Source: an optimization exercise on an open RTL-to-GDS flow (aim: small area, a short achievable clock period and few clock cycles). Production flows keep margins and buffers that such runs may drop. The RTL was checked by simulation tests, not by an equivalence proof against the original design. Power is estimated from default activity; no workload was simulated.

==> flow/design.v <==
`timescale 1ns / 1ps
module multi_control(
	clk,
	rst,
	OP,
	PCWriteCond,
	PCWrite,
	IorD,
	MemRead,
	MemWrite,
	MemtoReg,
	IRWrite,
	PCSource,
	ALUOp,
	ALUSrcA,
	ALUSrcB,
	RegWrite,
	RegDst,
	LED
);
	input wire clk, rst;
	input wire [5:0] OP;
	output wire PCWriteCond;
	output wire PCWrite;
	output wire IorD;
	output wire MemRead;
	output wire MemWrite;
	output wire MemtoReg;
	output wire IRWrite;
	output wire [1:0] PCSource;
	output wire [1:0] ALUOp;
	output wire ALUSrcA;
	output wire [1:0] ALUSrcB;
	output wire RegWrite;
	output wire RegDst;
	output wire [4:0] LED;
	reg [3:0] state;
	wire R, LW, SW, BEQ, J;		
	assign PCWriteCond 	= (state == 4'd8);
	assign PCWrite 		= (state == 4'd0) || (state == 4'd9);
	assign IorD				= (state == 4'd3) || (state == 4'd5);
	assign MemRead 		= (state == 4'd0) || (state == 4'd3);
	assign MemWrite		= (state == 4'd5);
	assign MemtoReg		= (state == 4'd4);
	assign IRWrite			= (state == 4'd0);
	assign PCSource		= {state == 4'd9, state == 4'd8};
	assign ALUOp			= {state == 4'd6, state == 4'd8};
	assign ALUSrcA			= (state == 4'd2) || (state == 4'd6) || (state == 4'd8);
	assign ALUSrcB			= {(state == 4'd1) || (state == 4'd2), (state == 4'd0) || (state == 4'd1)};
	assign RegWrite		= (state == 4'd4) || (state == 4'd7);
	assign RegDst			= (state == 4'd7);
	assign R   = ~OP[0] & ~OP[1] & ~OP[2] & ~OP[3] & ~OP[4] & ~OP[5];
	assign LW  =  OP[0] &  OP[1] & ~OP[2] & ~OP[3] & ~OP[4] &  OP[5];
	assign SW  =  OP[0] &  OP[1] & ~OP[2] &  OP[3] & ~OP[4] &  OP[5];
	assign BEQ = ~OP[0] & ~OP[1] &  OP[2] & ~OP[3] & ~OP[4] & ~OP[5];
	assign J   = ~OP[0] &  OP[1] & ~OP[2] & ~OP[3] & ~OP[4] & ~OP[5];
	assign LED[0] = (state == 4'd0);
	assign LED[1] = (state == 4'd1);
	assign LED[2] = (state == 4'd2) || (state == 4'd6) || (state == 4'd8) || (state == 4'd9);
	assign LED[3] = (state == 4'd3) || (state == 4'd5) || (state == 4'd7);
	assign LED[4] = (state == 4'd4);
	always @(posedge clk or posedge rst)
	begin
		if (rst)
			state <= 4'd0;
		else if (state == 4'd0)
			state <= 4'd1;
		else if (state == 4'd1)
		begin
			if (J)
				state <= 4'd9;
			else if (BEQ)
				state <= 4'd8;
			else if (R)
				state <= 4'd6;
			else if (LW || SW)
				state <= 4'd2;
			else
				state <= 4'd0;
		end else if (state == 4'd6)
			state <= 4'd7;
		else if (state == 4'd2)
		begin
			if (SW)
				state <= 4'd5;
			else
				state <= 4'd3;
		end else if (state == 4'd3)
			state <= 4'd4;
		else if (state == 4'd4 || state == 4'd5 || state == 4'd7 || state == 4'd9)
			state <= 4'd0;
		else
			state <= 4'd0;
	end
endmodule
`timescale 1ns / 1ps
module multi_ALU(A, B, SUB, OP, LD, D, res, eq);
	input  wire [31:0] A, B, D;
	input  wire SUB, LD;
	input  wire [1:0] OP;
	output wire [31:0] res;
	output wire eq;
	wire [31:0] b = B ^ {32{SUB}};
	wire [31:0] p = A ^ b;
	wire [31:0] g;      
	wire [31:0] gn;     
	multi_ALU_carry carry(.A(A), .B(b), .P(p), .CI(SUB), .G(g), .GN(gn));
	wire [31:0] sum = p ^ ~{gn[30:0], ~SUB};
	wire [31:0] lor = p | g;
	assign res = LD ? D :
	             (OP == 2'd0) ? sum :
	             (OP == 2'd1) ? lor :
	             (OP == 2'd2) ? ~lor : g;
	assign eq = (A == B);
endmodule
module multi_ALU_carry(A, B, P, CI, G, GN);
	input  wire [31:0] A, B, P;
	input  wire CI;
	output wire [31:0] G, GN;
	assign G = A & B;
	wire [31:0] g0, p0;
	wire [31:0] g1, p1;
	wire [31:0] g2, p2;
	wire [31:0] g3, p3;
	wire [31:0] g4, p4;
	wire [31:0] g5, p5;
	assign g0 = {G[31:1], G[0] | (P[0] & CI)};
	assign p0 = P;
	multi_inv ig0_0(.a(g0[0]), .y(g1[0]));
	assign p1[0] = 1'b0;
	assign p1[1] = 1'b0;
	multi_ks_n n0_1(.gi(g0[1]), .pi(p0[1]), .gj(g0[0]), .go(g1[1]));
	multi_ks_np n0_2(.gi(g0[2]), .pi(p0[2]), .gj(g0[1]), .pj(p0[1]), .po(p1[2]), .go(g1[2]));
	multi_ks_np n0_3(.gi(g0[3]), .pi(p0[3]), .gj(g0[2]), .pj(p0[2]), .po(p1[3]), .go(g1[3]));
	multi_ks_np n0_4(.gi(g0[4]), .pi(p0[4]), .gj(g0[3]), .pj(p0[3]), .po(p1[4]), .go(g1[4]));
	multi_ks_np n0_5(.gi(g0[5]), .pi(p0[5]), .gj(g0[4]), .pj(p0[4]), .po(p1[5]), .go(g1[5]));
	multi_ks_np n0_6(.gi(g0[6]), .pi(p0[6]), .gj(g0[5]), .pj(p0[5]), .po(p1[6]), .go(g1[6]));
	multi_ks_np n0_7(.gi(g0[7]), .pi(p0[7]), .gj(g0[6]), .pj(p0[6]), .po(p1[7]), .go(g1[7]));
	multi_ks_np n0_8(.gi(g0[8]), .pi(p0[8]), .gj(g0[7]), .pj(p0[7]), .po(p1[8]), .go(g1[8]));
	multi_ks_np n0_9(.gi(g0[9]), .pi(p0[9]), .gj(g0[8]), .pj(p0[8]), .po(p1[9]), .go(g1[9]));
	multi_ks_np n0_10(.gi(g0[10]), .pi(p0[10]), .gj(g0[9]), .pj(p0[9]), .po(p1[10]), .go(g1[10]));
	multi_ks_np n0_11(.gi(g0[11]), .pi(p0[11]), .gj(g0[10]), .pj(p0[10]), .po(p1[11]), .go(g1[11]));
	multi_ks_np n0_12(.gi(g0[12]), .pi(p0[12]), .gj(g0[11]), .pj(p0[11]), .po(p1[12]), .go(g1[12]));
	multi_ks_np n0_13(.gi(g0[13]), .pi(p0[13]), .gj(g0[12]), .pj(p0[12]), .po(p1[13]), .go(g1[13]));
	multi_ks_np n0_14(.gi(g0[14]), .pi(p0[14]), .gj(g0[13]), .pj(p0[13]), .po(p1[14]), .go(g1[14]));
	multi_ks_np n0_15(.gi(g0[15]), .pi(p0[15]), .gj(g0[14]), .pj(p0[14]), .po(p1[15]), .go(g1[15]));
	multi_ks_np n0_16(.gi(g0[16]), .pi(p0[16]), .gj(g0[15]), .pj(p0[15]), .po(p1[16]), .go(g1[16]));
	multi_ks_np n0_17(.gi(g0[17]), .pi(p0[17]), .gj(g0[16]), .pj(p0[16]), .po(p1[17]), .go(g1[17]));
	multi_ks_np n0_18(.gi(g0[18]), .pi(p0[18]), .gj(g0[17]), .pj(p0[17]), .po(p1[18]), .go(g1[18]));
	multi_ks_np n0_19(.gi(g0[19]), .pi(p0[19]), .gj(g0[18]), .pj(p0[18]), .po(p1[19]), .go(g1[19]));
	multi_ks_np n0_20(.gi(g0[20]), .pi(p0[20]), .gj(g0[19]), .pj(p0[19]), .po(p1[20]), .go(g1[20]));
	multi_ks_np n0_21(.gi(g0[21]), .pi(p0[21]), .gj(g0[20]), .pj(p0[20]), .po(p1[21]), .go(g1[21]));
	multi_ks_np n0_22(.gi(g0[22]), .pi(p0[22]), .gj(g0[21]), .pj(p0[21]), .po(p1[22]), .go(g1[22]));
	multi_ks_np n0_23(.gi(g0[23]), .pi(p0[23]), .gj(g0[22]), .pj(p0[22]), .po(p1[23]), .go(g1[23]));
	multi_ks_np n0_24(.gi(g0[24]), .pi(p0[24]), .gj(g0[23]), .pj(p0[23]), .po(p1[24]), .go(g1[24]));
	multi_ks_np n0_25(.gi(g0[25]), .pi(p0[25]), .gj(g0[24]), .pj(p0[24]), .po(p1[25]), .go(g1[25]));
	multi_ks_np n0_26(.gi(g0[26]), .pi(p0[26]), .gj(g0[25]), .pj(p0[25]), .po(p1[26]), .go(g1[26]));
	multi_ks_np n0_27(.gi(g0[27]), .pi(p0[27]), .gj(g0[26]), .pj(p0[26]), .po(p1[27]), .go(g1[27]));
	multi_ks_np n0_28(.gi(g0[28]), .pi(p0[28]), .gj(g0[27]), .pj(p0[27]), .po(p1[28]), .go(g1[28]));
	multi_ks_np n0_29(.gi(g0[29]), .pi(p0[29]), .gj(g0[28]), .pj(p0[28]), .po(p1[29]), .go(g1[29]));
	multi_ks_np n0_30(.gi(g0[30]), .pi(p0[30]), .gj(g0[29]), .pj(p0[29]), .po(p1[30]), .go(g1[30]));
	multi_ks_np n0_31(.gi(g0[31]), .pi(p0[31]), .gj(g0[30]), .pj(p0[30]), .po(p1[31]), .go(g1[31]));
	multi_inv ig1_0(.a(g1[0]), .y(g2[0]));
	assign p2[0] = 1'b0;
	multi_inv ig1_1(.a(g1[1]), .y(g2[1]));
	assign p2[1] = 1'b0;
	assign p2[2] = 1'b0;
	multi_ks_p n1_2(.gi(g1[2]), .pi(p1[2]), .gj(g1[0]), .go(g2[2]));
	assign p2[3] = 1'b0;
	multi_ks_p n1_3(.gi(g1[3]), .pi(p1[3]), .gj(g1[1]), .go(g2[3]));
	multi_ks_pp n1_4(.gi(g1[4]), .pi(p1[4]), .gj(g1[2]), .pj(p1[2]), .po(p2[4]), .go(g2[4]));
	multi_ks_pp n1_5(.gi(g1[5]), .pi(p1[5]), .gj(g1[3]), .pj(p1[3]), .po(p2[5]), .go(g2[5]));
	multi_ks_pp n1_6(.gi(g1[6]), .pi(p1[6]), .gj(g1[4]), .pj(p1[4]), .po(p2[6]), .go(g2[6]));
	multi_ks_pp n1_7(.gi(g1[7]), .pi(p1[7]), .gj(g1[5]), .pj(p1[5]), .po(p2[7]), .go(g2[7]));
	multi_ks_pp n1_8(.gi(g1[8]), .pi(p1[8]), .gj(g1[6]), .pj(p1[6]), .po(p2[8]), .go(g2[8]));
	multi_ks_pp n1_9(.gi(g1[9]), .pi(p1[9]), .gj(g1[7]), .pj(p1[7]), .po(p2[9]), .go(g2[9]));
	multi_ks_pp n1_10(.gi(g1[10]), .pi(p1[10]), .gj(g1[8]), .pj(p1[8]), .po(p2[10]), .go(g2[10]));
	multi_ks_pp n1_11(.gi(g1[11]), .pi(p1[11]), .gj(g1[9]), .pj(p1[9]), .po(p2[11]), .go(g2[11]));
	multi_ks_pp n1_12(.gi(g1[12]), .pi(p1[12]), .gj(g1[10]), .pj(p1[10]), .po(p2[12]), .go(g2[12]));
	multi_ks_pp n1_13(.gi(g1[13]), .pi(p1[13]), .gj(g1[11]), .pj(p1[11]), .po(p2[13]), .go(g2[13]));
	multi_ks_pp n1_14(.gi(g1[14]), .pi(p1[14]), .gj(g1[12]), .pj(p1[12]), .po(p2[14]), .go(g2[14]));
	multi_ks_pp n1_15(.gi(g1[15]), .pi(p1[15]), .gj(g1[13]), .pj(p1[13]), .po(p2[15]), .go(g2[15]));
	multi_ks_pp n1_16(.gi(g1[16]), .pi(p1[16]), .gj(g1[14]), .pj(p1[14]), .po(p2[16]), .go(g2[16]));
	multi_ks_pp n1_17(.gi(g1[17]), .pi(p1[17]), .gj(g1[15]), .pj(p1[15]), .po(p2[17]), .go(g2[17]));
	multi_ks_pp n1_18(.gi(g1[18]), .pi(p1[18]), .gj(g1[16]), .pj(p1[16]), .po(p2[18]), .go(g2[18]));
	multi_ks_pp n1_19(.gi(g1[19]), .pi(p1[19]), .gj(g1[17]), .pj(p1[17]), .po(p2[19]), .go(g2[19]));
	multi_ks_pp n1_20(.gi(g1[20]), .pi(p1[20]), .gj(g1[18]), .pj(p1[18]), .po(p2[20]), .go(g2[20]));
	multi_ks_pp n1_21(.gi(g1[21]), .pi(p1[21]), .gj(g1[19]), .pj(p1[19]), .po(p2[21]), .go(g2[21]));
	multi_ks_pp n1_22(.gi(g1[22]), .pi(p1[22]), .gj(g1[20]), .pj(p1[20]), .po(p2[22]), .go(g2[22]));
	multi_ks_pp n1_23(.gi(g1[23]), .pi(p1[23]), .gj(g1[21]), .pj(p1[21]), .po(p2[23]), .go(g2[23]));
	multi_ks_pp n1_24(.gi(g1[24]), .pi(p1[24]), .gj(g1[22]), .pj(p1[22]), .po(p2[24]), .go(g2[24]));
	multi_ks_pp n1_25(.gi(g1[25]), .pi(p1[25]), .gj(g1[23]), .pj(p1[23]), .po(p2[25]), .go(g2[25]));
	multi_ks_pp n1_26(.gi(g1[26]), .pi(p1[26]), .gj(g1[24]), .pj(p1[24]), .po(p2[26]), .go(g2[26]));
	multi_ks_pp n1_27(.gi(g1[27]), .pi(p1[27]), .gj(g1[25]), .pj(p1[25]), .po(p2[27]), .go(g2[27]));
	multi_ks_pp n1_28(.gi(g1[28]), .pi(p1[28]), .gj(g1[26]), .pj(p1[26]), .po(p2[28]), .go(g2[28]));
	multi_ks_pp n1_29(.gi(g1[29]), .pi(p1[29]), .gj(g1[27]), .pj(p1[27]), .po(p2[29]), .go(g2[29]));
	multi_ks_pp n1_30(.gi(g1[30]), .pi(p1[30]), .gj(g1[28]), .pj(p1[28]), .po(p2[30]), .go(g2[30]));
	multi_ks_pp n1_31(.gi(g1[31]), .pi(p1[31]), .gj(g1[29]), .pj(p1[29]), .po(p2[31]), .go(g2[31]));
	multi_inv ig2_0(.a(g2[0]), .y(g3[0]));
	assign p3[0] = 1'b0;
	multi_inv ig2_1(.a(g2[1]), .y(g3[1]));
	assign p3[1] = 1'b0;
	multi_inv ig2_2(.a(g2[2]), .y(g3[2]));
	assign p3[2] = 1'b0;
	multi_inv ig2_3(.a(g2[3]), .y(g3[3]));
	assign p3[3] = 1'b0;
	assign p3[4] = 1'b0;
	multi_ks_n n2_4(.gi(g2[4]), .pi(p2[4]), .gj(g2[0]), .go(g3[4]));
	assign p3[5] = 1'b0;
	multi_ks_n n2_5(.gi(g2[5]), .pi(p2[5]), .gj(g2[1]), .go(g3[5]));
	assign p3[6] = 1'b0;
	multi_ks_n n2_6(.gi(g2[6]), .pi(p2[6]), .gj(g2[2]), .go(g3[6]));
	assign p3[7] = 1'b0;
	multi_ks_n n2_7(.gi(g2[7]), .pi(p2[7]), .gj(g2[3]), .go(g3[7]));
	multi_ks_np n2_8(.gi(g2[8]), .pi(p2[8]), .gj(g2[4]), .pj(p2[4]), .po(p3[8]), .go(g3[8]));
	multi_ks_np n2_9(.gi(g2[9]), .pi(p2[9]), .gj(g2[5]), .pj(p2[5]), .po(p3[9]), .go(g3[9]));
	multi_ks_np n2_10(.gi(g2[10]), .pi(p2[10]), .gj(g2[6]), .pj(p2[6]), .po(p3[10]), .go(g3[10]));
	multi_ks_np n2_11(.gi(g2[11]), .pi(p2[11]), .gj(g2[7]), .pj(p2[7]), .po(p3[11]), .go(g3[11]));
	multi_ks_np n2_12(.gi(g2[12]), .pi(p2[12]), .gj(g2[8]), .pj(p2[8]), .po(p3[12]), .go(g3[12]));
	multi_ks_np n2_13(.gi(g2[13]), .pi(p2[13]), .gj(g2[9]), .pj(p2[9]), .po(p3[13]), .go(g3[13]));
	multi_ks_np n2_14(.gi(g2[14]), .pi(p2[14]), .gj(g2[10]), .pj(p2[10]), .po(p3[14]), .go(g3[14]));
	multi_ks_np n2_15(.gi(g2[15]), .pi(p2[15]), .gj(g2[11]), .pj(p2[11]), .po(p3[15]), .go(g3[15]));
	multi_ks_np n2_16(.gi(g2[16]), .pi(p2[16]), .gj(g2[12]), .pj(p2[12]), .po(p3[16]), .go(g3[16]));
	multi_ks_np n2_17(.gi(g2[17]), .pi(p2[17]), .gj(g2[13]), .pj(p2[13]), .po(p3[17]), .go(g3[17]));
	multi_ks_np n2_18(.gi(g2[18]), .pi(p2[18]), .gj(g2[14]), .pj(p2[14]), .po(p3[18]), .go(g3[18]));
	multi_ks_np n2_19(.gi(g2[19]), .pi(p2[19]), .gj(g2[15]), .pj(p2[15]), .po(p3[19]), .go(g3[19]));
	multi_ks_np n2_20(.gi(g2[20]), .pi(p2[20]), .gj(g2[16]), .pj(p2[16]), .po(p3[20]), .go(g3[20]));
	multi_ks_np n2_21(.gi(g2[21]), .pi(p2[21]), .gj(g2[17]), .pj(p2[17]), .po(p3[21]), .go(g3[21]));
	multi_ks_np n2_22(.gi(g2[22]), .pi(p2[22]), .gj(g2[18]), .pj(p2[18]), .po(p3[22]), .go(g3[22]));
	multi_ks_np n2_23(.gi(g2[23]), .pi(p2[23]), .gj(g2[19]), .pj(p2[19]), .po(p3[23]), .go(g3[23]));
	multi_ks_np n2_24(.gi(g2[24]), .pi(p2[24]), .gj(g2[20]), .pj(p2[20]), .po(p3[24]), .go(g3[24]));
	multi_ks_np n2_25(.gi(g2[25]), .pi(p2[25]), .gj(g2[21]), .pj(p2[21]), .po(p3[25]), .go(g3[25]));
	multi_ks_np n2_26(.gi(g2[26]), .pi(p2[26]), .gj(g2[22]), .pj(p2[22]), .po(p3[26]), .go(g3[26]));
	multi_ks_np n2_27(.gi(g2[27]), .pi(p2[27]), .gj(g2[23]), .pj(p2[23]), .po(p3[27]), .go(g3[27]));
	multi_ks_np n2_28(.gi(g2[28]), .pi(p2[28]), .gj(g2[24]), .pj(p2[24]), .po(p3[28]), .go(g3[28]));
	multi_ks_np n2_29(.gi(g2[29]), .pi(p2[29]), .gj(g2[25]), .pj(p2[25]), .po(p3[29]), .go(g3[29]));
	multi_ks_np n2_30(.gi(g2[30]), .pi(p2[30]), .gj(g2[26]), .pj(p2[26]), .po(p3[30]), .go(g3[30]));
	multi_ks_np n2_31(.gi(g2[31]), .pi(p2[31]), .gj(g2[27]), .pj(p2[27]), .po(p3[31]), .go(g3[31]));
	multi_inv ig3_0(.a(g3[0]), .y(g4[0]));
	assign p4[0] = 1'b0;
	multi_inv ig3_1(.a(g3[1]), .y(g4[1]));
	assign p4[1] = 1'b0;
	multi_inv ig3_2(.a(g3[2]), .y(g4[2]));
	assign p4[2] = 1'b0;
	multi_inv ig3_3(.a(g3[3]), .y(g4[3]));
	assign p4[3] = 1'b0;
	multi_inv ig3_4(.a(g3[4]), .y(g4[4]));
	assign p4[4] = 1'b0;
	multi_inv ig3_5(.a(g3[5]), .y(g4[5]));
	assign p4[5] = 1'b0;
	multi_inv ig3_6(.a(g3[6]), .y(g4[6]));
	assign p4[6] = 1'b0;
	multi_inv ig3_7(.a(g3[7]), .y(g4[7]));
	assign p4[7] = 1'b0;
	assign p4[8] = 1'b0;
	multi_ks_p n3_8(.gi(g3[8]), .pi(p3[8]), .gj(g3[0]), .go(g4[8]));
	assign p4[9] = 1'b0;
	multi_ks_p n3_9(.gi(g3[9]), .pi(p3[9]), .gj(g3[1]), .go(g4[9]));
	assign p4[10] = 1'b0;
	multi_ks_p n3_10(.gi(g3[10]), .pi(p3[10]), .gj(g3[2]), .go(g4[10]));
	assign p4[11] = 1'b0;
	multi_ks_p n3_11(.gi(g3[11]), .pi(p3[11]), .gj(g3[3]), .go(g4[11]));
	assign p4[12] = 1'b0;
	multi_ks_p n3_12(.gi(g3[12]), .pi(p3[12]), .gj(g3[4]), .go(g4[12]));
	assign p4[13] = 1'b0;
	multi_ks_p n3_13(.gi(g3[13]), .pi(p3[13]), .gj(g3[5]), .go(g4[13]));
	assign p4[14] = 1'b0;
	multi_ks_p n3_14(.gi(g3[14]), .pi(p3[14]), .gj(g3[6]), .go(g4[14]));
	assign p4[15] = 1'b0;
	multi_ks_p n3_15(.gi(g3[15]), .pi(p3[15]), .gj(g3[7]), .go(g4[15]));
	multi_ks_pp n3_16(.gi(g3[16]), .pi(p3[16]), .gj(g3[8]), .pj(p3[8]), .po(p4[16]), .go(g4[16]));
	multi_ks_pp n3_17(.gi(g3[17]), .pi(p3[17]), .gj(g3[9]), .pj(p3[9]), .po(p4[17]), .go(g4[17]));
	multi_ks_pp n3_18(.gi(g3[18]), .pi(p3[18]), .gj(g3[10]), .pj(p3[10]), .po(p4[18]), .go(g4[18]));
	multi_ks_pp n3_19(.gi(g3[19]), .pi(p3[19]), .gj(g3[11]), .pj(p3[11]), .po(p4[19]), .go(g4[19]));
	multi_ks_pp n3_20(.gi(g3[20]), .pi(p3[20]), .gj(g3[12]), .pj(p3[12]), .po(p4[20]), .go(g4[20]));
	multi_ks_pp n3_21(.gi(g3[21]), .pi(p3[21]), .gj(g3[13]), .pj(p3[13]), .po(p4[21]), .go(g4[21]));
	multi_ks_pp n3_22(.gi(g3[22]), .pi(p3[22]), .gj(g3[14]), .pj(p3[14]), .po(p4[22]), .go(g4[22]));
	multi_ks_pp n3_23(.gi(g3[23]), .pi(p3[23]), .gj(g3[15]), .pj(p3[15]), .po(p4[23]), .go(g4[23]));
	multi_ks_pp n3_24(.gi(g3[24]), .pi(p3[24]), .gj(g3[16]), .pj(p3[16]), .po(p4[24]), .go(g4[24]));
	multi_ks_pp n3_25(.gi(g3[25]), .pi(p3[25]), .gj(g3[17]), .pj(p3[17]), .po(p4[25]), .go(g4[25]));
	multi_ks_pp n3_26(.gi(g3[26]), .pi(p3[26]), .gj(g3[18]), .pj(p3[18]), .po(p4[26]), .go(g4[26]));
	multi_ks_pp n3_27(.gi(g3[27]), .pi(p3[27]), .gj(g3[19]), .pj(p3[19]), .po(p4[27]), .go(g4[27]));
	multi_ks_pp n3_28(.gi(g3[28]), .pi(p3[28]), .gj(g3[20]), .pj(p3[20]), .po(p4[28]), .go(g4[28]));
	multi_ks_pp n3_29(.gi(g3[29]), .pi(p3[29]), .gj(g3[21]), .pj(p3[21]), .po(p4[29]), .go(g4[29]));
	multi_ks_pp n3_30(.gi(g3[30]), .pi(p3[30]), .gj(g3[22]), .pj(p3[22]), .po(p4[30]), .go(g4[30]));
	multi_ks_pp n3_31(.gi(g3[31]), .pi(p3[31]), .gj(g3[23]), .pj(p3[23]), .po(p4[31]), .go(g4[31]));
	multi_inv ig4_0(.a(g4[0]), .y(g5[0]));
	assign p5[0] = 1'b0;
	multi_inv ig4_1(.a(g4[1]), .y(g5[1]));
	assign p5[1] = 1'b0;
	multi_inv ig4_2(.a(g4[2]), .y(g5[2]));
	assign p5[2] = 1'b0;
	multi_inv ig4_3(.a(g4[3]), .y(g5[3]));
	assign p5[3] = 1'b0;
	multi_inv ig4_4(.a(g4[4]), .y(g5[4]));
	assign p5[4] = 1'b0;
	multi_inv ig4_5(.a(g4[5]), .y(g5[5]));
	assign p5[5] = 1'b0;
	multi_inv ig4_6(.a(g4[6]), .y(g5[6]));
	assign p5[6] = 1'b0;
	multi_inv ig4_7(.a(g4[7]), .y(g5[7]));
	assign p5[7] = 1'b0;
	multi_inv ig4_8(.a(g4[8]), .y(g5[8]));
	assign p5[8] = 1'b0;
	multi_inv ig4_9(.a(g4[9]), .y(g5[9]));
	assign p5[9] = 1'b0;
	multi_inv ig4_10(.a(g4[10]), .y(g5[10]));
	assign p5[10] = 1'b0;
	multi_inv ig4_11(.a(g4[11]), .y(g5[11]));
	assign p5[11] = 1'b0;
	multi_inv ig4_12(.a(g4[12]), .y(g5[12]));
	assign p5[12] = 1'b0;
	multi_inv ig4_13(.a(g4[13]), .y(g5[13]));
	assign p5[13] = 1'b0;
	multi_inv ig4_14(.a(g4[14]), .y(g5[14]));
	assign p5[14] = 1'b0;
	multi_inv ig4_15(.a(g4[15]), .y(g5[15]));
	assign p5[15] = 1'b0;
	assign p5[16] = 1'b0;
	multi_ks_n n4_16(.gi(g4[16]), .pi(p4[16]), .gj(g4[0]), .go(g5[16]));
	assign p5[17] = 1'b0;
	multi_ks_n n4_17(.gi(g4[17]), .pi(p4[17]), .gj(g4[1]), .go(g5[17]));
	assign p5[18] = 1'b0;
	multi_ks_n n4_18(.gi(g4[18]), .pi(p4[18]), .gj(g4[2]), .go(g5[18]));
	assign p5[19] = 1'b0;
	multi_ks_n n4_19(.gi(g4[19]), .pi(p4[19]), .gj(g4[3]), .go(g5[19]));
	assign p5[20] = 1'b0;
	multi_ks_n n4_20(.gi(g4[20]), .pi(p4[20]), .gj(g4[4]), .go(g5[20]));
	assign p5[21] = 1'b0;
	multi_ks_n n4_21(.gi(g4[21]), .pi(p4[21]), .gj(g4[5]), .go(g5[21]));
	assign p5[22] = 1'b0;
	multi_ks_n n4_22(.gi(g4[22]), .pi(p4[22]), .gj(g4[6]), .go(g5[22]));
	assign p5[23] = 1'b0;
	multi_ks_n n4_23(.gi(g4[23]), .pi(p4[23]), .gj(g4[7]), .go(g5[23]));
	assign p5[24] = 1'b0;
	multi_ks_n n4_24(.gi(g4[24]), .pi(p4[24]), .gj(g4[8]), .go(g5[24]));
	assign p5[25] = 1'b0;
	multi_ks_n n4_25(.gi(g4[25]), .pi(p4[25]), .gj(g4[9]), .go(g5[25]));
	assign p5[26] = 1'b0;
	multi_ks_n n4_26(.gi(g4[26]), .pi(p4[26]), .gj(g4[10]), .go(g5[26]));
	assign p5[27] = 1'b0;
	multi_ks_n n4_27(.gi(g4[27]), .pi(p4[27]), .gj(g4[11]), .go(g5[27]));
	assign p5[28] = 1'b0;
	multi_ks_n n4_28(.gi(g4[28]), .pi(p4[28]), .gj(g4[12]), .go(g5[28]));
	assign p5[29] = 1'b0;
	multi_ks_n n4_29(.gi(g4[29]), .pi(p4[29]), .gj(g4[13]), .go(g5[29]));
	assign p5[30] = 1'b0;
	multi_ks_n n4_30(.gi(g4[30]), .pi(p4[30]), .gj(g4[14]), .go(g5[30]));
	assign p5[31] = 1'b0;
	multi_ks_n n4_31(.gi(g4[31]), .pi(p4[31]), .gj(g4[15]), .go(g5[31]));
	assign GN = g5;
endmodule
module multi_ks_np(gi, pi, gj, pj, go, po);
	input  wire gi, pi, gj, pj;
	output wire go, po;
	assign go = ~(gi | (pi & gj));
	assign po = ~(pi & pj);
endmodule
module multi_ks_n(gi, pi, gj, go);
	input  wire gi, pi, gj;
	output wire go;
	assign go = ~(gi | (pi & gj));
endmodule
module multi_ks_pp(gi, pi, gj, pj, go, po);
	input  wire gi, pi, gj, pj;
	output wire go, po;
	assign go = ~(gi & (pi | gj));
	assign po = ~(pi | pj);
endmodule
module multi_ks_p(gi, pi, gj, go);
	input  wire gi, pi, gj;
	output wire go;
	assign go = ~(gi & (pi | gj));
endmodule
module multi_inv(a, y);
	input  wire a;
	output wire y;
	assign y = ~a;
endmodule
`timescale 1ns / 1ps
module multi_ALU_Ctrl(
	ALUOp,	
	FUNC,		
	OP			
);
	input wire  [1:0] ALUOp;
	input wire  [5:0] FUNC;
	output wire [2:0] OP;
	wire LS, BEQ, R;
	wire OP_ADD, OP_SUB, OP_AND, OP_OR, OP_SLT;
	assign LS  = ~ALUOp[0] & ~ALUOp[1];
	assign BEQ =  ALUOp[0] & ~ALUOp[1];
	assign R   = ~ALUOp[0] &  ALUOp[1];
	assign OP_ADD = LS  | (FUNC[5] & ~FUNC[4] & ~FUNC[3] & ~FUNC[2] & ~FUNC[1] & ~FUNC[0] & R);
	assign OP_SUB = BEQ | (FUNC[5] & ~FUNC[4] & ~FUNC[3] & ~FUNC[2] &  FUNC[1] & ~FUNC[0] & R);
	assign OP_OR  = FUNC[5] & ~FUNC[4] & ~FUNC[3] &  FUNC[2] & ~FUNC[1] &  FUNC[0] & R;
	assign OP_NOR = FUNC[5] & ~FUNC[4] & ~FUNC[3] &  FUNC[2] &  FUNC[1] &  FUNC[0] & R;
	assign OP[2] =  OP_SUB | OP_NOR;
	assign OP[1] =  OP_ADD | OP_SUB;
	assign OP[0] =  OP_OR;
endmodule
`timescale 1ns / 1ps
module multi_register_files(
	clk, rst,
	NextA, NextB, AddrC,
	DataA, DataB, DataC,
	WriteAddr, WriteData, WriteEN
);
	input  wire clk, rst, WriteEN;
	input  wire [ 4:0] NextA, NextB, AddrC, WriteAddr;
	input  wire [31:0] WriteData;
	output wire [31:0] DataA, DataB, DataC;
	reg  [1023:0] mem;
	reg  [31:0] valid;
	reg  [31:0] selA, selB;
	wire [31:0] wsel  = WriteEN ? (32'd1 << WriteAddr) : 32'd0;
	wire [31:0] vnext = valid | wsel;
	genvar r, b;
	generate
		for (r = 0; r < 32; r = r + 1) begin : regs
			always @(posedge clk)
				if (wsel[r])
					mem[r*32 +: 32] <= WriteData;
			always @(posedge clk or posedge rst)
				if (rst)
					valid[r] <= 1'b0;
				else if (wsel[r])
					valid[r] <= 1'b1;
		end
	endgenerate
	always @(posedge clk) begin
		selA <= (32'd1 << NextA) & vnext;
		selB <= (32'd1 << NextB) & vnext;
	end
	wire [31:0] selC;
	wire [3:0]  cl;
	wire [7:0]  ch;
	multi_dec2 dcl(.a(AddrC[1:0]), .y(cl));
	multi_dec3 dch(.a(AddrC[4:2]), .y(ch));
	generate
		for (r = 0; r < 32; r = r + 1) begin : dec
			multi_and3 sc(.a(cl[r % 4]), .b(ch[r / 4]), .c(valid[r]), .y(selC[r]));
		end
		for (b = 0; b < 32; b = b + 1) begin : rd
			wire [31:0] col;
			for (r = 0; r < 32; r = r + 1) begin : c
				assign col[r] = mem[r*32 + b];
			end
			multi_rf_read ra(.sel(selA), .d(col), .y(DataA[b]));
			multi_rf_read rb(.sel(selB), .d(col), .y(DataB[b]));
			multi_rf_read rc(.sel(selC), .d(col), .y(DataC[b]));
		end
	endgenerate
endmodule
module multi_rf_read(sel, d, y);
	input  wire [31:0] sel, d;
	output wire y;
	wire [3:0] g;
	wire [1:0] n;
	multi_rf_and8 g0(.sel(sel[ 7: 0]), .d(d[ 7: 0]), .y(g[0]));
	multi_rf_and8 g1(.sel(sel[15: 8]), .d(d[15: 8]), .y(g[1]));
	multi_rf_and8 g2(.sel(sel[23:16]), .d(d[23:16]), .y(g[2]));
	multi_rf_and8 g3(.sel(sel[31:24]), .d(d[31:24]), .y(g[3]));
	multi_nor2 n0(.a(g[0]), .b(g[1]), .y(n[0]));
	multi_nor2 n1(.a(g[2]), .b(g[3]), .y(n[1]));
	multi_nand2 o(.a(n[0]), .b(n[1]), .y(y));
endmodule
module multi_rf_and8(sel, d, y);
	input  wire [7:0] sel, d;
	output wire y;
	assign y = |(sel & d);
endmodule
module multi_nor2(a, b, y);
	input  wire a, b;
	output wire y;
	assign y = ~(a | b);
endmodule
module multi_nand2(a, b, y);
	input  wire a, b;
	output wire y;
	assign y = ~(a & b);
endmodule
module multi_rf_read_s(sel, d, y);
	input  wire [31:0] sel, d;
	output wire y;
	wire [2:0] g;
	wire n, i2;
	multi_rf_and12 g0(.sel(sel[11: 0]), .d(d[11: 0]), .y(g[0]));
	multi_rf_and12 g1(.sel(sel[23:12]), .d(d[23:12]), .y(g[1]));
	multi_rf_and8  g2(.sel(sel[31:24]), .d(d[31:24]), .y(g[2]));
	multi_nor2 n0(.a(g[0]), .b(g[1]), .y(n));
	multi_inv  v2(.a(g[2]), .y(i2));
	multi_nand2 o(.a(n), .b(i2), .y(y));
endmodule
module multi_rf_and12(sel, d, y);
	input  wire [11:0] sel, d;
	output wire y;
	wire [3:0] t;
	genvar k;
	generate
		for (k = 0; k < 4; k = k + 1) begin : a
			multi_aoi222 c(.a0(sel[3*k]), .b0(d[3*k]), .a1(sel[3*k+1]), .b1(d[3*k+1]),
			               .a2(sel[3*k+2]), .b2(d[3*k+2]), .y(t[k]));
		end
	endgenerate
	assign y = ~&t;
endmodule
module multi_aoi222(a0, b0, a1, b1, a2, b2, y);
	input  wire a0, b0, a1, b1, a2, b2;
	output wire y;
	assign y = ~((a0 & b0) | (a1 & b1) | (a2 & b2));
endmodule
module multi_dec2(a, y);
	input  wire [1:0] a;
	output wire [3:0] y;
	assign y = 4'd1 << a;
endmodule
module multi_dec3(a, y);
	input  wire [2:0] a;
	output wire [7:0] y;
	assign y = 8'd1 << a;
endmodule
module multi_and3(a, b, c, y);
	input  wire a, b, c;
	output wire y;
	assign y = a & b & c;
endmodule
`timescale 1ns / 1ps
module multi_register_EN(
	EN,		
	clk,		
	rst,		
	data_in,	
	data_out	
);
	parameter N = 32;
	input  wire EN;
	input  wire clk, rst;
	input  wire [N - 1 : 0] data_in;
	output reg [N - 1 : 0] data_out;
	always @(posedge clk or posedge rst)
		if (rst)
			data_out <= 0;
		else if (EN == 1'b1)
			data_out <= data_in;
		else
			data_out <= data_out;
endmodule
`timescale 1ns / 1ps
module multi_mux2(
	A,		
	B,		
	Ctrl,	
	S		
);
	parameter N = 32;
	input wire [N - 1: 0] A, B;
	output wire [N - 1: 0] S;
	input wire Ctrl;
	assign S = (Ctrl == 1'b0) ? A : B;
endmodule
`timescale 1ns / 1ps
module multi_mux4(
	A,		
	B,		
	C,		
	D,		
	Ctrl,	
	S		
	);
	parameter N = 16;
	input wire [N - 1: 0] A, B, C, D;
	output wire [N - 1: 0] S;
	input wire [1:0] Ctrl;
	assign S = (Ctrl == 2'b00) ? A :
				  ((Ctrl == 2'b01) ? B :
				  ((Ctrl == 2'b10) ? C : D
				  ));
endmodule
`timescale 1ns / 1ps
module multi_signext(
	input_16,	
	output_32	
);
	input wire [15:0]input_16;
	output wire [31:0]output_32;
assign output_32 = {{16{input_16[15]}}, input_16[15:0]};
endmodule
`timescale 1ns / 1ps
module multi_cpu_core(
	clk,         
	rst,         
	mem_addr,    
	mem_we,      
	mem_wdata,   
	mem_rdata,   
	dbg_addr,    
	dbg_data     
);
	input  wire clk;
	input  wire rst;
	output wire [9:0]  mem_addr;
	output wire        mem_we;
	output wire [31:0] mem_wdata;
	input  wire [31:0] mem_rdata;
	input  wire [4:0]  dbg_addr;
	output wire [31:0] dbg_data;
	reg  [11:2] pc;           
	reg         e_r, e_lw, e_sw, e_beq;
	reg         e_sub;        
	reg  [1:0]  e_op;         
	reg  [25:0] ir;
	reg  [4:0]  mrt;          
	reg         mc, m_we;
	reg  [9:0]  maddr;
	wire [31:0] ra, rb;
	wire        rf_we;
	wire [4:0]  rf_wa;
	wire [31:0] rf_wd;
	wire [31:0] ins = mem_rdata;    
	wire        eq;
	wire [11:0] ea;           
	multi_ALU ALU(
		.A(ra), .B(rb),
		.SUB(e_sub), .OP(e_op), .LD(mc), .D(mem_rdata),
		.res(rf_wd), .eq(eq)
	);
	assign ea = ra[11:0] + ir[11:0];
	wire [11:0] st_t  = {pc, 2'b00} - ir[11:0];
	wire [11:2] st_t1 = st_t[11:2] + 10'd1;
	wire st_hit;
	multi_st_hit sth(.ra(ra[11:0]), .t(st_t), .t1(st_t1), .hit(st_hit));
	wire e_go    = ~mc;                        
	wire br_take = e_beq & eq & e_go;
	wire smc     = e_sw & e_go & st_hit;
	assign rf_we = (e_r & e_go) | (mc & ~m_we);
	assign rf_wa = mc ? mrt : ir[15:11];
	multi_register_files register_files(
		.clk(clk), .rst(rst), .WriteEN(rf_we),
		.WriteData(rf_wd), .WriteAddr(rf_wa),
		.NextA(mc ? ir[25:21] : ins[25:21]),
		.NextB((mc | e_sw) ? ir[20:16] : ins[20:16]),    
		.AddrC(dbg_addr),
		.DataA(ra), .DataB(rb), .DataC(dbg_data)
	);
	wire [5:0]  fop = ins[31:26];
	wire [5:0]  ffn = ins[5:0];
	wire f_r   = (fop == 6'd0);
	wire f_lw  = (fop == 6'd35);
	wire f_sw  = (fop == 6'd43);
	wire f_j   = (fop == 6'd2);
	wire f_beq = (fop == 6'd4);
	wire f_bsame = f_beq & (ins[25:21] == ins[20:16]);    
	wire [11:2] pc1    = pc + 10'd1;
	wire [11:2] e_btgt = pc  + ir[9:0];        
	wire [11:2] f_btgt = pc1 + ins[9:0];
	wire [11:2] f_jtgt = ins[9:0];
	wire f_kill  = br_take | smc;              
	wire f_redir = f_j | f_bsame;
	wire [11:2] pc_f = f_j ? f_jtgt : (f_bsame ? f_btgt : pc1);
	wire [11:2] pc_s, pc_n;
	multi_mux2 #(.N(10)) pc_smc(.A(pc_f), .B(pc), .Ctrl(mc | smc), .S(pc_s));
	multi_mux2 #(.N(10)) pc_br(.A(pc_s), .B(e_btgt), .Ctrl(br_take), .S(pc_n));
	always @(posedge clk or posedge rst)
		if (rst)
			pc <= 10'd0;
		else
			pc <= pc_n;
	always @(posedge clk or posedge rst)
		if (rst) begin
			e_r   <= 1'b0;
			e_lw  <= 1'b0;
			e_sw  <= 1'b0;
			e_beq <= 1'b0;
		end else begin
			e_r   <= ~f_kill & (e_go ? f_r : e_r);
			e_lw  <= ~f_kill & (e_go ? f_lw : e_lw);
			e_sw  <= ~f_kill & (e_go ? f_sw : e_sw);
			e_beq <= ~f_kill & (e_go ? f_beq & ~f_bsame : e_beq);
		end
	always @(posedge clk)
		if (e_go) begin
			ir    <= ins[25:0];
			e_sub <= (ffn == 6'h22);
			e_op  <= (ffn == 6'h20 || ffn == 6'h22) ? 2'd0 :
			         (ffn == 6'h25) ? 2'd1 :
			         (ffn == 6'h27) ? 2'd2 : 2'd3;
		end
	always @(posedge clk or posedge rst)
		if (rst) begin
			mc   <= 1'b0;
			m_we <= 1'b0;
		end else begin
			mc   <= e_go & (e_lw | e_sw);
			m_we <= e_go & e_sw;
		end
	always @(posedge clk) begin
		maddr <= ea[11:2];
		mrt   <= ir[20:16];
	end
	assign mem_addr  = mc ? maddr : pc[11:2];
	assign mem_we    = m_we;
	assign mem_wdata = rb;
endmodule
module multi_st_hit(ra, t, t1, hit);
	input  wire [11:0] ra, t;
	input  wire [11:2] t1;
	output wire hit;
	assign hit = (ra[1:0] >= t[1:0]) ? (ra[11:2] == t[11:2]) : (ra[11:2] == t1);
endmodule
==> flow/flow/run.sh <==
#!/bin/bash
# The standard layout (standard.sh: ORFS synthesis through finish), with
# one change: the buffers buffer_ports puts on every input and output port
# are sky130_fd_sc_hd__buf_1 cells instead of the default pick (a clkdlybuf4s
# delay cell, which repair cannot resize into a fast buffer).
# All tool output goes to standard.log here; ORFS keeps its per-step logs
# under orfs/logs/.
set -euo pipefail
export BUFFER_PORTS_ARGS="-buffer_cell sky130_fd_sc_hd__buf_1"
bash standard.sh > standard.log 2>&1
==> flow/standard.sh <==
#!/bin/bash
# synth_recipe.tcl (not shown) runs the flow's synth.tcl, then flattens the netlist and writes it again
# the make line also repeats each setting of config.mk as NAME=value (left out here)
make -C /OpenROAD-flow-scripts/flow DESIGN_CONFIG=/design/flow/config.mk WORK_HOME=/design/flow/orfs CLKGATE_MAP_FILE= SYNTH_SCRIPT=/design/flow/synth_recipe.tcl "${@:-finish}"
==> flow/config.mk <==
export PLATFORM = sky130hd
export DESIGN_NAME = multi_cpu_core
export DESIGN_NICKNAME = multi_cpu_core
export VERILOG_FILES = /design/flow/design.v
export SDC_FILE = /design/flow/constraint.sdc
export NUM_CORES = 8
export LEC_CHECK = 0
export CAP_MARGIN = 20
export CORE_MARGIN = 2
export CORE_UTILIZATION = 62
export CTS_CLUSTER_DIAMETER = 90
export CTS_CLUSTER_SIZE = 24
export PLACE_DENSITY = 0.72
export SETUP_SLACK_MARGIN = 3.0
export SLEW_MARGIN = 20
export SYNTH_HIERARCHICAL = 1
export TNS_END_PERCENT = 10
==> flow/constraint.sdc <==
create_clock -name core_clock -period 8.0 [get_ports {clk}]
set_input_delay 1.6000 -clock core_clock [delete_from_list [all_inputs] [get_ports {clk}]]
set_output_delay 1.6000 -clock core_clock [all_outputs]
set_load 0.01 [all_outputs]
==> results.sh, run 1 <==
export IMPL_end_kind="output pin"
export IMPL_remaining_drc_errors=0
export IMPL_maxSlewViolCount=0
export IMPL_start_util_pct=62.69
export IMPL_place_congestion=1.016
export IMPL_grt_pass1_vias=50180
export IMPL_core_sq_um=93470
export IMPL_rrSetupSlack_ps=2870
export IMPL_clockBufferDepth=3
export IMPL_routedWlPerCell_microns=40.45
export IMPL_hpwl_microns=148500
export IMPL_p_int_mw=8.866
export IMPL_fin_util_pct=70.06
export IMPL_hold_path_class="flop to flop"
export IMPL_ant_nets=0
export IMPL_nets=5150
export IMPL_finalSetupTns_ps=0
export IMPL_fin_crit_ps=5297
export IMPL_die_w_microns=311.4
export IMPL_switchingPower_mw=3.199
export IMPL_hold_viol_final=0
export IMPL_worstSetupPathType="input pin to output pin"
export IMPL_numCtsBuffers=56
export IMPL_ctsHoldBuffers=0
export IMPL_power_density_nw_per_um2=184.3
export IMPL_drt_initial_drc_count=12000
export IMPL_syn_nets=4837
export IMPL_worst_slew_pin_slew_ps=1395
export IMPL_cts_sinks=1180
export IMPL_grt_max_degree=68
export IMPL_rows=112
export IMPL_switching_share_pct=26.52
export IMPL_io_pins=114
export IMPL_dp_cells=6192
export IMPL_skew_ps=40.80
export IMPL_combinationalPowerShare_pct=15.3
export IMPL_stdcell_count=6355
export IMPL_relSlewSlack_pct=7.031
export IMPL_grt_pass1_wl_microns=356200
export IMPL_layout_drive_gt1_share_pct=15.06
export IMPL_rsz0062_at_grt="true"
export IMPL_htreeDepth=2
export IMPL_finalSetupViolCount=0
export IMPL_netlist_area_sq_um=58590
export IMPL_die_area_sq_um=96980
export IMPL_wirelength_microns=257000
export IMPL_worstPathArrival_ps=3700
export IMPL_gr_total_overflow=0
export IMPL_ys_warn_count=8
export IMPL_period_share_pct=66.21
export IMPL_antenna_found_initial=7
export IMPL_clk_latency_ps=730
export IMPL_cp_max_fo=7
export IMPL_status="finished clean"
export IMPL_critPathRequiredTime_ps=6400
export IMPL_seqPwrFrac_pct=56.8
export IMPL_hold_ws_ps=379.0
export IMPL_root_buffer="clkbuf_16"
export IMPL_path_clk_slew_ps=100
export IMPL_cts_tree="done"
export IMPL_ir_drop_v=0.0002053
export IMPL_power_leakage_nw=21.31
export IMPL_gr_usage_all_layers_pct=51.24
export IMPL_maxCapViolations=0
export IMPL_via_per_inst=8.493
export IMPL_power_mw=12.07
export IMPL_start_kind="input pin"
export IMPL_syn_area_per_cell_sq_um=12.33
export IMPL_clkPwrFrac_pct=27.9
export IMPL_drt_pass1_iterations=13
export IMPL_max_freq_ghz=0.1888
export IMPL_synthCells=4754
export IMPL_vias=53980
export IMPL_port_buffers=113
export IMPL_area_growth_pct=11.75
export IMPL_die_h_microns=311.4
cell type report:
class	instances	area [sq um]
antenna	7	17.52
clock buffer	78	1536
clock inverter	7	93.84
fill	6692	27990
inverter	104	390.4
multi-input combinational	3397	24850
sequential	1180	34430
tap	1254	1569
timing repair buffer	328	2599
cells in the final DEF (no fill, tap or decap), types with 43 or more instances in the layout:
master / count
nor2_4: 56
edfxtp_1: 1053
xnor2_1: 59
inv_1: 104
dfrtp_1: 47
nand2_1: 178
a21oi_1: 96
nor2_1: 232
nand4_1: 398
nor3_1: 76
a21oi_2: 73
buf_1: 104
buf_4: 177
xor2_1: 50
xnor2_2: 43
a22oi_1: 1519
clkbuf_16: 59
dfxtp_1: 62
critical path, cell delays in order:
cell       delay [ps]
buf_6             110
nor2b_4           130
buf_12            140
and3_4            200
buf_4             170
bufbuf_16         290
a22oi_2           220
nand4_1           180
nor2_2            270
nand2_1           190
buf_1             170
path summary, 6_finish.rpt:
kind,depth (start not counted),end,from
max reg2reg,17,register_files.mem[402],register_files.selB[4]
max,11,dbg_data[2],dbg_addr[1]
min reg2reg,0,mrt[2],ir[18]
max in group asynchronous,2,mc,rst
min in group asynchronous,2,pc[2],rst
min,0,mrt[2],ir[18]
per-layer routing:
metal / vias up / GRT usage [%] / part of all wire, %
li1: 20640 / - / -
met1: 25510 / 61.49 / 31
met2: 6047 / 70.94 / 40
met3: 1770 / 26.41 / 19
met4: 14 / 36.16 / 9.6
met5: - / 0.4447 / 0.070
power groups by stage:
| stage | clock network (mW) | logic (mW) | registers (mW) |
|---|---|---|---|
| finish | 3.36 | 1.84 | 6.86 |
| global route | 3.54 | 1.95 | 6.86 |
| CTS | 3.32 | 1.75 | 6.85 |
| detailed placement | 0 | 1.70 | 6.98 |
| global placement | 0 | 1.68 | 6.98 |
| floorplan | 0 | 1.26 | 6.95 |
per-stage QoR:
step                      worst slack, ps  instance area [sq um]
after detailed placement             2142                  61740
after floorplan                      3397                  58590
after CTS                            2979                  64760
after global routing                 2766                  65470
final                                2703                  65480
after global placement               2236                  61740
flip-flops by register name, indices dropped and copies added, names as in the netlist, 2 cells and up:
| signal | count |
|---|---|
| e_op | 2 |
| ir | 26 |
| maddr | 10 |
| mrt | 5 |
| pc | 10 |
| register_files.mem | 1024 |
| register_files.selA | 32 |
| register_files.selB | 32 |
| register_files.valid | 32 |
repair_timing:
action                                  in CTS  in global routing
setup buffers                               24                 23
endpoints found under the setup margin     842                970
gates resized for setup                    220                114
pin swaps                                   69                 15
gates cloned                                23                  1
endpoints found under the hold margin        0                  0
Testbench counts, summed over its fixed seeds: cycles 36,474.
==> run 2: changes to the inputs <==
==> flow/flow/run.sh (replaced) <==
#!/bin/bash
# The standard layout (standard.sh: ORFS synthesis through finish), with
# one change: the buffers buffer_ports puts on every input and output port
# are sky130_fd_sc_hd__buf_4 cells instead of the default pick (a clkdlybuf4s
# delay cell, which repair cannot resize into a fast buffer).
# All tool output goes to standard.log here; ORFS keeps its per-step logs
# under orfs/logs/.
set -euo pipefail
export BUFFER_PORTS_ARGS="-buffer_cell sky130_fd_sc_hd__buf_4"
bash standard.sh > standard.log 2>&1
--- a/flow/config.mk
+++ b/flow/config.mk
@@ -9,6 +9,6 @@
 export CORE_MARGIN = 2
 export CORE_UTILIZATION = 62
-export CTS_CLUSTER_DIAMETER = 90
-export CTS_CLUSTER_SIZE = 24
+export CTS_CLUSTER_DIAMETER = 80
+export CTS_CLUSTER_SIZE = 20
 export PLACE_DENSITY = 0.72
 export SETUP_SLACK_MARGIN = 3.0
==> results.sh, run 2 <==
export IMPL_worst_slew_pin_slew_ps=1294
export IMPL_synthCells=4754
export IMPL_path_clk_slew_ps=80
export IMPL_final_common_cell="a22oi_1"
export IMPL_regMostFlops="register_files.mem"
export IMPL_syn_nets=4837
export IMPL_nets=5141
export IMPL_min_path_cells=0
export IMPL_port_buffers=113
export IMPL_root_buffer="clkbuf_16"
export IMPL_die_w_microns=311.4
export IMPL_placed_cell_area_sq_um=62190
export IMPL_netlist_area_sq_um=58590
export IMPL_ant_nets=0
export IMPL_worstReg2RegStart="register_files.selA[26]"
export IMPL_fillerInstances=6664
export IMPL_wirelength_microns=248600
export IMPL_status="finished clean"
export IMPL_start_util_pct=62.69
export IMPL_fin_crit_ps=5296
export IMPL_worstPathArrival_ps=3700
export IMPL_maxSlewViolCount=0
export IMPL_critPathRequiredTime_ps=6400
export IMPL_finalSetupTns_ps=0
export IMPL_hold_viol_final=0
export IMPL_cts_sinks=1180
export IMPL_timing_rr_end="register_files.mem[636]"
export IMPL_hpwl_microns=147200
export IMPL_gr_usage_all_layers_pct=49.43
export IMPL_ctsHoldBuffers=0
export IMPL_hold_path_class="flop to flop"
export IMPL_layout_drive_gt1_share_pct=15.69
export IMPL_grt_max_degree=69
export IMPL_startpoint="dbg_addr[2]"
export IMPL_syn_area_per_cell_sq_um=12.33
export IMPL_rrSetupSlack_ps=2960
export IMPL_area_growth_pct=11.83
export IMPL_core_sq_um=93470
export IMPL_largest_reg_flops=1024
export IMPL_drt_initial_drc_count=12220
export IMPL_vias=53140
export IMPL_critPathCapture="dbg_data[26]"
export IMPL_power_leakage_nw=21.61
export IMPL_remaining_drc_errors=0
export IMPL_rsz0062_at_grt="true"
export IMPL_antenna_found_initial=8
export IMPL_cp_max_fo=16
export IMPL_clk_latency_ps=700
export IMPL_htreeDepth=3
export IMPL_end_kind="output pin"
export IMPL_drt_pass1_iterations=14
export IMPL_grt_pass1_vias=48890
export IMPL_layout_common_cells="a22oi_1, edfxtp_1, nand4_1"
export IMPL_routedWlPerCell_microns=39.10
export IMPL_io_pins=114
export IMPL_period_share_pct=66.19
export IMPL_relSlewSlack_pct=13.73
export IMPL_fin_area_sq_um=65530
export IMPL_maxCapViolations=0
export IMPL_ys_warn_count=8
export IMPL_rows=112
export IMPL_numCtsBuffers=72
export IMPL_finalSetupViolCount=0
export IMPL_place_congestion=0.9843
export IMPL_worstSetupPathType="input pin to output pin"
export IMPL_gr_total_overflow=0
export IMPL_fin_util_pct=70.11
export IMPL_clockBufferDepth=3
export IMPL_grt_pass1_wl_microns=347100
export IMPL_power_density_nw_per_um2=191.1
export IMPL_via_per_inst=8.358
export IMPL_skew_ps=43.69
export IMPL_max_freq_ghz=0.1888
export IMPL_r2r_cells=17
export IMPL_cts_tree="done"
export IMPL_die_h_microns=311.4
export IMPL_die_area_sq_um=96980
export IMPL_start_kind="input pin"
export IMPL_ir_drop_v=0.0001860
[run 2: critical path, stage by stage]
cell and delay (ps):
buf_8 150, and3b_4 310, and3_4 360, a22oi_1 280, nand4_1 280, nor2_1 370, nand2_1 130, buf_4 170
[run 2: where the power goes]
group / leakage, nW / total [mW] / internal (mW) / switching, mW
registers: 11.3 / 6.85 / 6.74 / 0.108
logic: 9.31 / 1.85 / 0.756 / 1.10
clock network: 0.989 / 3.81 / 1.71 / 2.10
[run 2: per-layer routing]
metal / vias to the layer above / share of wire [%] / track usage, % / wire, microns
li1: 20610 / - / - / -
met1: 25070 / 32 / 61.85 / 78780
met2: 5970 / 41 / 69.58 / 101200
met3: 1484 / 19 / 23.32 / 47980
met4: 6 / 8.3 / 29.86 / 20570
met5: - / 0.023 / 0 / 56
[run 2: cell type report]
type | count | area, sq um | share of cell area, %
clock buffer | 96 | 1913 | 2.919
timing repair buffer | 297 | 2471 | 3.771
tap | 1254 | 1569 | 2.394
sequential | 1180 | 34410 | 52.51
inverter | 104 | 390.4 | 0.5957
clock inverter | 13 | 140.1 | 0.2139
multi-input combinational | 3403 | 24610 | 37.55
antenna | 11 | 27.53 | 0.04201
[run 2: through the flow]
stage / setup WS [ps] / std cells / hold WS, ps / power, mW
after detailed placement: 2271 / 6197 / 362.2 / 8.718
final: 2704 / 6358 / 382.1 / 12.52
after global routing: 2885 / 6347 / 393.5 / 12.85
after global placement: 2226 / 6197 / 352.3 / 8.693
after CTS: 2954 / 6345 / 381.2 / 12.41
after floorplan: 3397 / 4754 / 344.1 / 8.210
[run 2: worst min-delay path by stage]
stage / from / to / slack [ps]
2_1_floorplan: ir[16] / mrt[0] / 340
3_3_place_gp: ir[17] / mrt[1] / 350
3_5_place_dp: ir[20] / mrt[4] / 360
4_1_cts: ir[20] / mrt[4] / 380
5_1_grt: ir[19] / mrt[3] / 390
6_report: ir[20] / mrt[4] / 380
[run 2: repair_timing]
| action | 4_1_cts | 5_1_grt |
|---|---|---|
| setup buffers | 20 | 0 |
| pin swaps | 32 | 21 |
| setup endpoints to repair | 338 | 938 |
| cloned | 19 | 2 |
| resized for setup | 121 | 101 |
==> run 3: changes to the inputs <==
--- a/flow/design.v
+++ b/flow/design.v
@@ -447,6 +447,6 @@
 				assign col[r] = mem[r*32 + b];
 			end
-			multi_rf_read ra(.sel(selA), .d(col), .y(DataA[b]));
-			multi_rf_read rb(.sel(selB), .d(col), .y(DataB[b]));
+			multi_rf_read_s ra(.sel(selA), .d(col), .y(DataA[b]));
+			multi_rf_read_s rb(.sel(selB), .d(col), .y(DataB[b]));
 			multi_rf_read rc(.sel(selC), .d(col), .y(DataC[b]));
 		end
==> flow/flow/run.sh (replaced) <==
#!/bin/bash
# The standard layout (standard.sh: ORFS synthesis through finish), with
# one change: the buffers buffer_ports puts on every input and output port
# are sky130_fd_sc_hd__buf_1 cells instead of the default pick (a clkdlybuf4s
# instead of the default pick, a slow clkdlybuf4s delay cell.
# All tool output goes to standard.log here; ORFS keeps its per-step logs
# under orfs/logs/.
set -euo pipefail
export BUFFER_PORTS_ARGS="-buffer_cell sky130_fd_sc_hd__buf_1"
bash standard.sh > standard.log 2>&1
--- a/flow/config.mk
+++ b/flow/config.mk
@@ -9,9 +9,9 @@
 export CORE_MARGIN = 2
 export CORE_UTILIZATION = 62
-export CTS_CLUSTER_DIAMETER = 80
-export CTS_CLUSTER_SIZE = 20
+export CTS_CLUSTER_DIAMETER = 90
+export CTS_CLUSTER_SIZE = 24
 export PLACE_DENSITY = 0.72
 export SETUP_SLACK_MARGIN = 3.0
 export SLEW_MARGIN = 20
 export SYNTH_HIERARCHICAL = 1
-export TNS_END_PERCENT = 10
+export TNS_END_PERCENT = 40
==> results.sh, run 3 <==
export IMPL_drt_initial_drc_count=15710
export IMPL_die_w_microns=308.7
export IMPL_syn_area_per_cell_sq_um=12.98
export IMPL_maxCapViolations=0
export IMPL_path_cells="clkbuf_4 > and2_4 > and3_1 > buf_12 > a22oi_2 > nand4_1 > nor2_2 > nand2_2 > buf_6"
export IMPL_fillerInstances=6339
export IMPL_layout_common_cells="edfxtp_1, a22oi_1, a222oi_1"
export IMPL_netlist_area_sq_um=57550
export IMPL_io_pins=114
export IMPL_die_area_sq_um=95280
export IMPL_cts_sinks=1180
export IMPL_via_per_inst=8.752
export IMPL_hold_path_class="flop to flop"
export IMPL_gr_total_overflow=0
export IMPL_grt_max_degree=66
export IMPL_hpwl_microns=149900
export IMPL_area_growth_pct=12.92
export IMPL_path_clk_slew_ps=100
export IMPL_finalSetupViolCount=0
export IMPL_gr_usage_all_layers_pct=51.15
export IMPL_critPathRequiredTime_ps=6400
export IMPL_ys_warn_count=8
export IMPL_routedWlPerCell_microns=41.55
export IMPL_port_buffers=113
export IMPL_power_mw=12.10
export IMPL_stdcell_count=6069
export IMPL_layout_drive_gt1_share_pct=16.80
export IMPL_worst_slew_pin_slew_ps=1272
export IMPL_crit_family="simple AND/OR/NAND/NOR gates"
export IMPL_finalSetupTns_ps=0
export IMPL_grt_pass1_wl_microns=345800
export IMPL_hold_viol_final=0
export IMPL_largest_reg_flops=1024
export IMPL_power_leakage_nw=21.38
export IMPL_vias=53120
export IMPL_syn_nets=4517
export IMPL_grt_pass1_vias=48300
export IMPL_start_kind="input pin"
export IMPL_root_buffer="clkbuf_16"
export IMPL_cp_max_fo=32
export IMPL_die_h_microns=308.7
export IMPL_max_stage_delay_ps=380
export IMPL_rows=111
export IMPL_maxSlewViolCount=0
export IMPL_place_congestion=1.024
export IMPL_numCtsBuffers=56
export IMPL_dp_cells=5873
export IMPL_antenna_found_initial=6
export IMPL_clockBufferDepth=3
export IMPL_fin_crit_ps=5252
export IMPL_power_density_nw_per_um2=186.2
export IMPL_placed_cell_area_sq_um=60830
export IMPL_ir_drop_v=0.0002162
export IMPL_period_share_pct=65.65
export IMPL_fin_area_sq_um=64990
export IMPL_core_sq_um=91800
export IMPL_cp_num_buf_inv=3
export IMPL_skew_ps=38.80
export IMPL_drt_pass1_iterations=22
export IMPL_start_util_pct=62.69
export IMPL_status="finished clean"
export IMPL_ant_nets=0
export IMPL_final_common_cell="edfxtp_1"
export IMPL_htreeDepth=2
export IMPL_clk_latency_ps=750
export IMPL_worstSetupPathType="input pin to output pin"
export IMPL_worstPathArrival_ps=3650
export IMPL_max_freq_ghz=0.1904
export IMPL_nets=4865
export IMPL_rsz0062_at_grt="true"
export IMPL_end_kind="output pin"
export IMPL_ctsHoldBuffers=0
export IMPL_wirelength_microns=252200
export IMPL_relSlewSlack_pct=15.20
export IMPL_remaining_drc_errors=0
export IMPL_synthCells=4434
export IMPL_cts_tree="done"
export IMPL_slowest_stage="nand4_1"
export IMPL_rrSetupSlack_ps=2820
export IMPL_regMostFlops="register_files.mem"
[run 3: cell types whose count changed in the layout (fill, tap and decap cells not counted), sizes merged, moves of 64 or more]
cell    previous run  this run
a22oi           1538       770
nand4            398       334
buf              296       361
a222oi             0       512
nor2             324       260
inv              109       174
[run 3: stage by stage]
step                util [%]  setup WS (ps)  hold WS, ps
floorplan                  -           3397        344.1
global placement       66.26           2131        351.9
detailed placement     66.26           2091        350.9
CTS                    69.79           2893        373.9
global route           70.78           2827        382.5
finish                 70.80           2748        375.9
[run 3: path summary, 6_finish.rpt]
| kind | cells past startpoint | startpoint | end |
|---|---|---|---|
| worst max-delay path | 9 | dbg_addr[1] | dbg_data[3] |
| worst min register to register | 0 | ir[20] | mrt[4] |
| max in group asynchronous | 2 | rst | mc |
| worst max register to register | 18 | register_files.selA[3] | register_files.mem[857] |
| worst min-delay path | 0 | ir[20] | mrt[4] |
| min in group asynchronous | 3 | rst | register_files.valid[1] |
[run 3: power by group]
group / internal [mW] / switching (mW)
sequential: 6.75 / 0.107
clock: 1.36 / 1.98
combinational: 0.775 / 1.13
total: 8.88 / 3.22
[run 3: routing by layer]
metal  track usage [%]  wire, microns  up-vias
li1                  -              -    20070
met1             63.18          79050    25120
met2             70.27          98670     6348
met3             29.58          53340     1558
met4             27.42          20220       24
met5             1.820            907        -
[run 3: cell type report]
class / count / area (sq um) / share of cell area, %
multi-input combinational: 3012 / 23870 / 36.73
tap: 1243 / 1555 / 2.393
inverter: 168 / 630.6 / 0.9703
clock inverter: 7 / 65.06 / 0.1001
sequential: 1180 / 34410 / 52.95
clock buffer: 89 / 1556 / 2.395
antenna: 6 / 15.01 / 0.02310
timing repair buffer: 364 / 2884 / 4.438
[run 3: repair_timing]
| action | 4_1_cts | 5_1_grt |
|---|---|---|
| hold endpoints to repair | 0 | 0 |
| endpoints found under the setup margin | 940 | 971 |
| buffers inserted | 48 | 29 |
| gates cloned | 14 | 3 |
| pin swaps | 67 | 54 |
| gates resized for setup | 221 | 128 |
Testbench counts of run 3, summed over its fixed seeds: cycles 36,474.
==> run 4: changes to the inputs <==
--- a/flow/design.v
+++ b/flow/design.v
@@ -438,7 +438,9 @@
 	multi_dec2 dcl(.a(AddrC[1:0]), .y(cl));
 	multi_dec3 dch(.a(AddrC[4:2]), .y(ch));
+	wire [31:0] selC2;
 	generate
 		for (r = 0; r < 32; r = r + 1) begin : dec
 			multi_and3 sc(.a(cl[r % 4]), .b(ch[r / 4]), .c(valid[r]), .y(selC[r]));
+			multi_and3 sd(.a(cl[r % 4]), .b(ch[r / 4]), .c(valid[r]), .y(selC2[r]));
 		end
 		for (b = 0; b < 32; b = b + 1) begin : rd
@@ -449,5 +451,5 @@
 			multi_rf_read_s ra(.sel(selA), .d(col), .y(DataA[b]));
 			multi_rf_read_s rb(.sel(selB), .d(col), .y(DataB[b]));
-			multi_rf_read rc(.sel(selC), .d(col), .y(DataC[b]));
+			multi_rf_read rc(.sel(b < 16 ? selC : selC2), .d(col), .y(DataC[b]));
 		end
 	endgenerate
==> results.sh, run 4 <==
export IMPL_drt_pass1_iterations=17
export IMPL_worstSetupPathType="flop to flop"
export IMPL_root_buffer="clkbuf_16"
export IMPL_stdcell_count=6055
export IMPL_hold_viol_final=0
export IMPL_fillerInstances=6542
export IMPL_switchingPower_mw=3.291
export IMPL_power_mw=12.25
export IMPL_timing_rr_end="register_files.mem[1002]"
export IMPL_hold_path_class="flop to flop"
export IMPL_startpoint="register_files.selB[1]"
export IMPL_largest_reg_flops=1024
export IMPL_max_stage_delay_ps=500
export IMPL_multiInputGateArea_sq_um=24090
export IMPL_cts_tree="done"
export IMPL_critPathCapture="register_files.mem[1002]"
export IMPL_layout_drive_gt1_share_pct=16.74
export IMPL_path_clk_slew_ps=100
export IMPL_gr_total_overflow=0
export IMPL_rsz0062_at_grt="true"
export IMPL_antenna_found_initial=5
export IMPL_max_freq_ghz=0.1925
export IMPL_grt_pass1_vias=46790
export IMPL_period_share_pct=64.94
export IMPL_rrSetupSlack_ps=2800
export IMPL_p_int_mw=8.959
export IMPL_vias=51820
export IMPL_nets=4842
export IMPL_power_density_nw_per_um2=188.8
export IMPL_ant_nets=0
export IMPL_worstPathArrival_ps=5720
export IMPL_fin_area_sq_um=64890
export IMPL_maxCapViolations=0
export IMPL_seqPwrFrac_pct=56.0
export IMPL_place_congestion=1.030
export IMPL_synthCells=4466
export IMPL_worst_slew_pin_slew_ps=1216
export IMPL_port_buffers=113
export IMPL_slowest_stage="nand4_1"
export IMPL_fin_util_pct=70.58
export IMPL_regArea_sq_um=34420
export IMPL_ys_warn_count=8
export IMPL_die_w_microns=309.2
export IMPL_fin_crit_ps=5195
export IMPL_clkPwrFrac_pct=28.8
export IMPL_clockBufferDepth=3
export IMPL_start_kind="flop"
export IMPL_hpwl_microns=152500
export IMPL_finalSetupTns_ps=0
export IMPL_via_per_inst=8.559
export IMPL_r2r_cells=17
export IMPL_cp_max_fo=32
export IMPL_die_area_sq_um=95610
export IMPL_ir_drop_v=0.0002039
export IMPL_critPathMostFrequentCell="nand2_1"
export IMPL_gr_usage_all_layers_pct=47.68
export IMPL_power_leakage_nw=21.23
export IMPL_relSlewSlack_pct=18.85
export IMPL_syn_area_per_cell_sq_um=12.93
export IMPL_status="finished clean"
export IMPL_critPathRequiredTime_ps=8530
export IMPL_end_kind="flop"
export IMPL_grt_pass1_wl_microns=328800
export IMPL_switching_share_pct=26.87
export IMPL_wirelength_microns=237600
export IMPL_routedWlPerCell_microns=39.23
export IMPL_rows=111
export IMPL_worstReg2RegStart="register_files.selB[1]"
export IMPL_htreeDepth=2
export IMPL_numCtsBuffers=58
export IMPL_area_growth_pct=12.36
-- run 4: layout make-up --
type	count	share of cell area, %
sequential	1180	53.05
multi-input combinational	3038	37.12
timing repair buffer	313	3.656
clock buffer	101	2.551
tap	1243	2.397
inverter	168	0.9718
clock inverter	9	0.2468
antenna	3	0.01157
-- run 4: repair_timing --
action,CTS,global route
resized for setup,239,210
cloned,5,3
setup buffers,16,42
endpoints found under the setup margin,939,971
pin swaps,18,94
hold buffers,0,0
-- run 4: worst min path at each step --
stage          startpoint     end  slack (ps)  cells past startpoint
2_1_floorplan      ir[16]  mrt[0]         340                      0
3_3_place_gp       ir[19]  mrt[3]         350                      0
3_5_place_dp       ir[19]  mrt[3]         350                      0
4_1_cts            ir[19]  mrt[3]         370                      0
5_1_grt            ir[19]  mrt[3]         390                      0
6_report           ir[19]  mrt[3]         380                      0
-- run 4: worst max-delay path, delay by kind of cell, from the launching register on --
kind,cells,cell delay (ps)
DFF,1,480
AOI/OAI and AO/OA,4,1160
and+or+nand+nor,7,1860
xor gates and xnor gates,2,550
muxes,1,130
buffers and inverters,3,750
-- run 4: power groups by stage --
stage	Combinational (mW)	Clock, mW	Sequential, mW
final	1.86	3.53	6.86
after detailed placement	1.70	0	6.99
after floorplan	1.26	0	6.95
after CTS	1.75	3.50	6.85
after global routing	1.99	3.70	6.86
after global placement	1.67	0	6.99
-- run 4: routing by layer --
metal | global-route usage [%] | share of wire [%] | vias to the layer above | routed length (microns)
met5 | 1.618 | 0.13 | - | 316
met4 | 17.17 | 6.0 | 12 | 14280
met3 | 21.99 | 20 | 1330 | 48150
met2 | 69.33 | 41 | 5814 | 97720
met1 | 62.77 | 32 | 24600 | 77080
li1 | - | - | 20070 | -
-- run 4: per-stage QoR --
step | hold WS [ps] | setup slack (ps)
after floorplan | 344.1 | 3554
after global placement | 350.7 | 1903
after detailed placement | 352.8 | 2122
after CTS | 374.8 | 2960
after global routing | 392.9 | 2899
final | 375.7 | 2805
Testbench counts of run 4, summed over its fixed seeds: cycles 36,474.

## re-timing with driven ports
How much do the figures lean on ideal ports? The routed layouts below were timed once more, with nothing changed but the port constraints. Step 1 sets driving cells, clkbuf_16 on the clock port and buf_2 on the other inputs (assumed; they add their load-dependent delay and slew). Step 2 also shifts input and output timing later by t, the mid clock arrival at the registers, as if the neighbouring blocks saw the same clock. Three values: ideal ports, drivers, drivers and shift; two values: the first two.
run	shift t [ns]	slack for setup (ns)
run 1	0.784	2.703 / 2.650 / 2.650
run 2	0.760	2.704 / 2.643 / 2.643
run 3	0.802	2.748 / 2.723 / 2.723
run 4	0.810	2.805 / 2.722 / 2.722
After both steps every run listed still meets setup and hold.
